Source: an optimization exercise on an open RTL-to-GDS flow (aim: small area, a short achievable clock period and few clock cycles). Production flows keep margins and buffers that such runs may drop.
Where RTL was checked, it was by simulation tests only, not by an equivalence proof against the original.

==> job 4689 <==
==> flow/design.v (excerpt) <==
module profile_gen#(parameter SPEED_BITS=50) (
    input clk,
    input rst,
    input acc_step,
    output reg busy,
    output reg done,
    output [SPEED_BITS-1:0] speed_0,
    output [SPEED_BITS-1:0] speed_1,
    output [SPEED_BITS-1:0] speed_2,
    output [SPEED_BITS-1:0] speed_3,
    output [SPEED_BITS-1:0] speed_4,
    output [SPEED_BITS-1:0] speed_5,
    output [SPEED_BITS-1:0] speed_6,
    output [SPEED_BITS-1:0] speed_7,
    input [7:0] param_addr,
    input [31:0] param_in,
    input param_write_hi,
    input param_write_lo,
    input [7:0] abort,
    output reg [7:0] pending_aborts,
    output reg [7:0] done_aborts
);
==> flow/config.mk <==
export PLATFORM = sky130hd
export DESIGN_NAME = profile_gen
export DESIGN_NICKNAME = profile_gen
export VERILOG_FILES = /design/flow/design.v
export SDC_FILE = /design/flow/constraint.sdc
export NUM_CORES = 8
export LEC_CHECK = 0
export CAP_MARGIN = 20
export CORE_MARGIN = 2
export CORE_UTILIZATION = 45
export CTS_BUF_LIST = sky130_fd_sc_hd__clkbuf_16
export CTS_CLUSTER_DIAMETER = 80
export CTS_CLUSTER_SIZE = 20
export GPL_ROUTABILITY_DRIVEN = 1
export PLACE_DENSITY = 0.6
export SLEW_MARGIN = 20
==> flow/constraint.sdc <==
create_clock -name core_clock -period 12.0 [get_ports {clk}]
set_input_delay 2.4000 -clock core_clock [delete_from_list [all_inputs] [get_ports {clk}]]
set_output_delay 2.4000 -clock core_clock [all_outputs]
set_load 0.01 [all_outputs]
standard.sh (not shown) runs the stock make flow with config.mk's settings and CLKGATE_MAP_FILE= SYNTH_SCRIPT=/design/flow/synth_recipe.tcl, a recipe that flattens the netlist after the stock synthesis.
==> flow/flow/run.sh <==
#!/bin/bash
# Standard ORFS layout (the standard.sh, synthesis unchanged), with
# timing repair aimed below the 12 ns clock so that the achieved period,
# not only the 12 ns constraint, is optimised, and plain buffers (not
# delay cells) on the ports. Logs: flow.log here, and each ORFS step's
# own log under orfs/logs/.
set -euo pipefail
export SETUP_SLACK_MARGIN=7
export BUFFER_PORTS_ARGS="-buffer_cell sky130_fd_sc_hd__buf_2"
bash standard.sh > flow.log 2>&1
==> job 2070: changes against job 4689 <==
--- a/flow/design.v
+++ b/flow/design.v
@@ -59,17 +59,14 @@
                           .nA(nA), .nJ(nJ), .nspeed(nspeed), .abA(abA), .ab_neg(ab_neg));
             wire stp = go_step & en[c];
             wire sab = go_abort & start_ab[c];
             wire mat = z[c] & ~stp & ~sab;
             always @(posedge clk) begin
                 if (wlo && wword == 5'd3) V[31:0] <= param_in;
-                else if (stp) V[31:0] <= nv[31:0];
-                else if (mat) V[31:0] <= T[31:0];
-                if (whi && wword == 5'd3) V[63:32] <= param_in;
-                else if (stp) V[63:32] <= nv[63:32];
-                else if (mat) V[63:32] <= T[63:32];
+                else if (whi && wword == 5'd3) V[63:32] <= param_in;
+                else if (stp) V <= nv;
                 if (wlo && wword == 5'd4) A[31:0] <= param_in;
                 else if (sab) A[31:0] <= abA[31:0];
                 else if (stp) A[31:0] <= nA[31:0];
                 else if (mat) A[31:0] <= 0;
                 if (whi && wword == 5'd4) A[63:32] <= param_in;
                 else if (sab) A[63:32] <= abA[63:32];
@@ -183,22 +180,21 @@
             sd = s63 ^ T[63];
             lt_st = sd ? s63 : ~c_st1;      
             gt_st = sd ? T[63] : c_st0;     
             hit_case = tv & ((le1 & ~lt_st) | (~gt_st & le4));
         end
     endfunction
-    assign fin = aip & (z | (hit & eq_vt));
-    assign nv = sum;
+    assign fin = hit & aip & eq_vt;
+    assign nv = hit ? T : sum;
     wire [50:0] spT;
     wire co_t;
     pg_add #(51) u_spt (.a(T[50:0]), .b(V[50:0]), .ci(1'b0), .s(spT), .co(co_t));
     wire [49:0] spS;
     wire co_s;
     pg_add #(50) u_sps (.a(A[50:1]), .b(V[49:0]), .ci(A[0] & aci), .s(spS), .co(co_s));
-    wire [49:0] spT_z = z ? T[49:0] : spT[50:1];
-    assign nspeed = hit ? spT_z : spS;
+    assign nspeed = hit ? spT[50:1] : spS;
     wire [63:0] aj, jjj;
     wire co_aj, co_jj;
     pg_add #(64) u_aj (.a(A), .b(J), .ci(aci), .s(aj), .co(co_aj));
     pg_add #(64) u_jj (.a(J), .b(JJ), .ci(1'b0), .s(jjj), .co(co_jj));
     assign nJ = jjj;
     assign nA = aj;
==> flow/config.mk (replaced) <==
export PLATFORM = sky130hd
export DESIGN_NAME = profile_gen
export DESIGN_NICKNAME = profile_gen
export VERILOG_FILES = /design/flow/design.v
export SDC_FILE = /design/flow/constraint.sdc
export NUM_CORES = 8
export LEC_CHECK = 0
export CAP_MARGIN = 20
export CORE_MARGIN = 2
export CORE_UTILIZATION = 65
export CTS_BUF_LIST = sky130_fd_sc_hd__clkbuf_16
export CTS_CLUSTER_DIAMETER = 90
export CTS_CLUSTER_SIZE = 24
export GPL_ROUTABILITY_DRIVEN = 1
export PLACE_DENSITY = 0.75
export SLEW_MARGIN = 20
==> job 6325: changes against job 4689 <==
--- a/flow/design.v
+++ b/flow/design.v
@@ -59,17 +59,14 @@
                           .nA(nA), .nJ(nJ), .nspeed(nspeed), .abA(abA), .ab_neg(ab_neg));
             wire stp = go_step & en[c];
             wire sab = go_abort & start_ab[c];
             wire mat = z[c] & ~stp & ~sab;
             always @(posedge clk) begin
                 if (wlo && wword == 5'd3) V[31:0] <= param_in;
-                else if (stp) V[31:0] <= nv[31:0];
-                else if (mat) V[31:0] <= T[31:0];
-                if (whi && wword == 5'd3) V[63:32] <= param_in;
-                else if (stp) V[63:32] <= nv[63:32];
-                else if (mat) V[63:32] <= T[63:32];
+                else if (whi && wword == 5'd3) V[63:32] <= param_in;
+                else if (stp) V <= nv;
                 if (wlo && wword == 5'd4) A[31:0] <= param_in;
                 else if (sab) A[31:0] <= abA[31:0];
                 else if (stp) A[31:0] <= nA[31:0];
                 else if (mat) A[31:0] <= 0;
                 if (whi && wword == 5'd4) A[63:32] <= param_in;
                 else if (sab) A[63:32] <= abA[63:32];
@@ -183,22 +180,21 @@
             sd = s63 ^ T[63];
             lt_st = sd ? s63 : ~c_st1;      
             gt_st = sd ? T[63] : c_st0;     
             hit_case = tv & ((le1 & ~lt_st) | (~gt_st & le4));
         end
     endfunction
-    assign fin = aip & (z | (hit & eq_vt));
-    assign nv = sum;
+    assign fin = hit & aip & eq_vt;
+    assign nv = hit ? T : sum;
     wire [50:0] spT;
     wire co_t;
     pg_add #(51) u_spt (.a(T[50:0]), .b(V[50:0]), .ci(1'b0), .s(spT), .co(co_t));
     wire [49:0] spS;
     wire co_s;
     pg_add #(50) u_sps (.a(A[50:1]), .b(V[49:0]), .ci(A[0] & aci), .s(spS), .co(co_s));
-    wire [49:0] spT_z = z ? T[49:0] : spT[50:1];
-    assign nspeed = hit ? spT_z : spS;
+    assign nspeed = hit ? spT[50:1] : spS;
     wire [63:0] aj, jjj;
     wire co_aj, co_jj;
     pg_add #(64) u_aj (.a(A), .b(J), .ci(aci), .s(aj), .co(co_aj));
     pg_add #(64) u_jj (.a(J), .b(JJ), .ci(1'b0), .s(jjj), .co(co_jj));
     assign nJ = jjj;
     assign nA = aj;
==> flow/flow/run.sh (replaced) <==
#!/bin/bash
# Standard ORFS layout (the standard.sh, synthesis unchanged), with
# timing repair aimed below the 12 ns clock so that the achieved period,
# not only the 12 ns constraint, is optimised. Logs: flow.log here, and
# each ORFS step's own log under orfs/logs/.
set -euo pipefail
export SETUP_SLACK_MARGIN=7
bash standard.sh > flow.log 2>&1
==> flow/config.mk (replaced) <==
export PLATFORM = sky130hd
export DESIGN_NAME = profile_gen
export DESIGN_NICKNAME = profile_gen
export VERILOG_FILES = /design/flow/design.v
export SDC_FILE = /design/flow/constraint.sdc
export NUM_CORES = 8
export LEC_CHECK = 0
export CAP_MARGIN = 20
export CORE_MARGIN = 2
export CORE_UTILIZATION = 45
export GPL_ROUTABILITY_DRIVEN = 1
export PLACE_DENSITY = 0.6
export SLEW_MARGIN = 20
==> impl_results.md <==
- Status: timing/DRC/antenna clean
- Setup bufs post-CTS: 314
- Finished Cell Area: 0.3225 mm^2
- CP Depth: 26
- FF-to-FF Start: ch[3].A[0]
- Setup crit start: ch[3].A[0]
- Hold Path End: ch[5].speed[27]
- Commonest cells in the netlist: 3288 x ha_1, 3235 x nor2_1, 3088 x edfxtp_1
That was job 4689.
==> impl_results.md <==
- Setup bufs post-CTS: 268
- Status: timing/DRC/antenna clean
- Nets: 34038
- Hold Path End: ch[6].speed[14]
- Setup crit start: ch[5].A[18]
- CP Depth: 18
- Slowest-stage cell, CP: edfxtp_1
That was job 2070.
==> impl_results.md <==
- Setup crit start: ch[4].A[63]
- FF-to-FF Start: ch[4].A[63]
- Status: timing/DRC/antenna clean
- Commonest cells in the netlist: 3288 x ha_1, 3090 x nor2_1, 3088 x edfxtp_1
- CP Depth: 19
That was job 6325.
Testbench counts of job 2070, summed over its fixed seeds: cycles 1,991.
Testbench counts of job 6325, summed over its fixed seeds: cycles 1,991.
Only the layout flow was run in job 4689; the RTL was not checked for function there.

-- static timing again, ports no longer ideal --
The results above use ideal ports. As a check the final layouts listed here were re-extracted and re-timed, cells and wires unchanged.
Step 1 (the two cells are an assumption about what drives the block):
set clk [get_ports {clk}]
set_driving_cell -lib_cell sky130_fd_sc_hd__clkbuf_16 $clk
set_driving_cell -lib_cell sky130_fd_sc_hd__buf_2 [delete_from_list [all_inputs] $clk]
Step 2 times the ports against the registers' clock, not the clock port: input delays grow and output delays shrink by t, the midpoint of the rising clock arrivals with the driver on.
Three values: ideal ports, drivers, drivers and shift; two values: the first two.
run | shift t [ns] | setup slack, ns | clock arrival spread, ns
job 4689 | 1.184 | 6.760 / 6.760 / 5.864 | 0.061 / 0.060
job 2070 | 1.158 | 6.637 / 6.637 / 5.872 | 0.065 / 0.064
job 6325 | 1.230 | 6.883 / 6.883 / 5.828 | 0.097 / 0.097
After both steps setup and hold are still met in every run listed. For job 6325, which loses most, drivers alone change the setup slack by 0.000 ns; drivers and shift together by -1.055 ns.
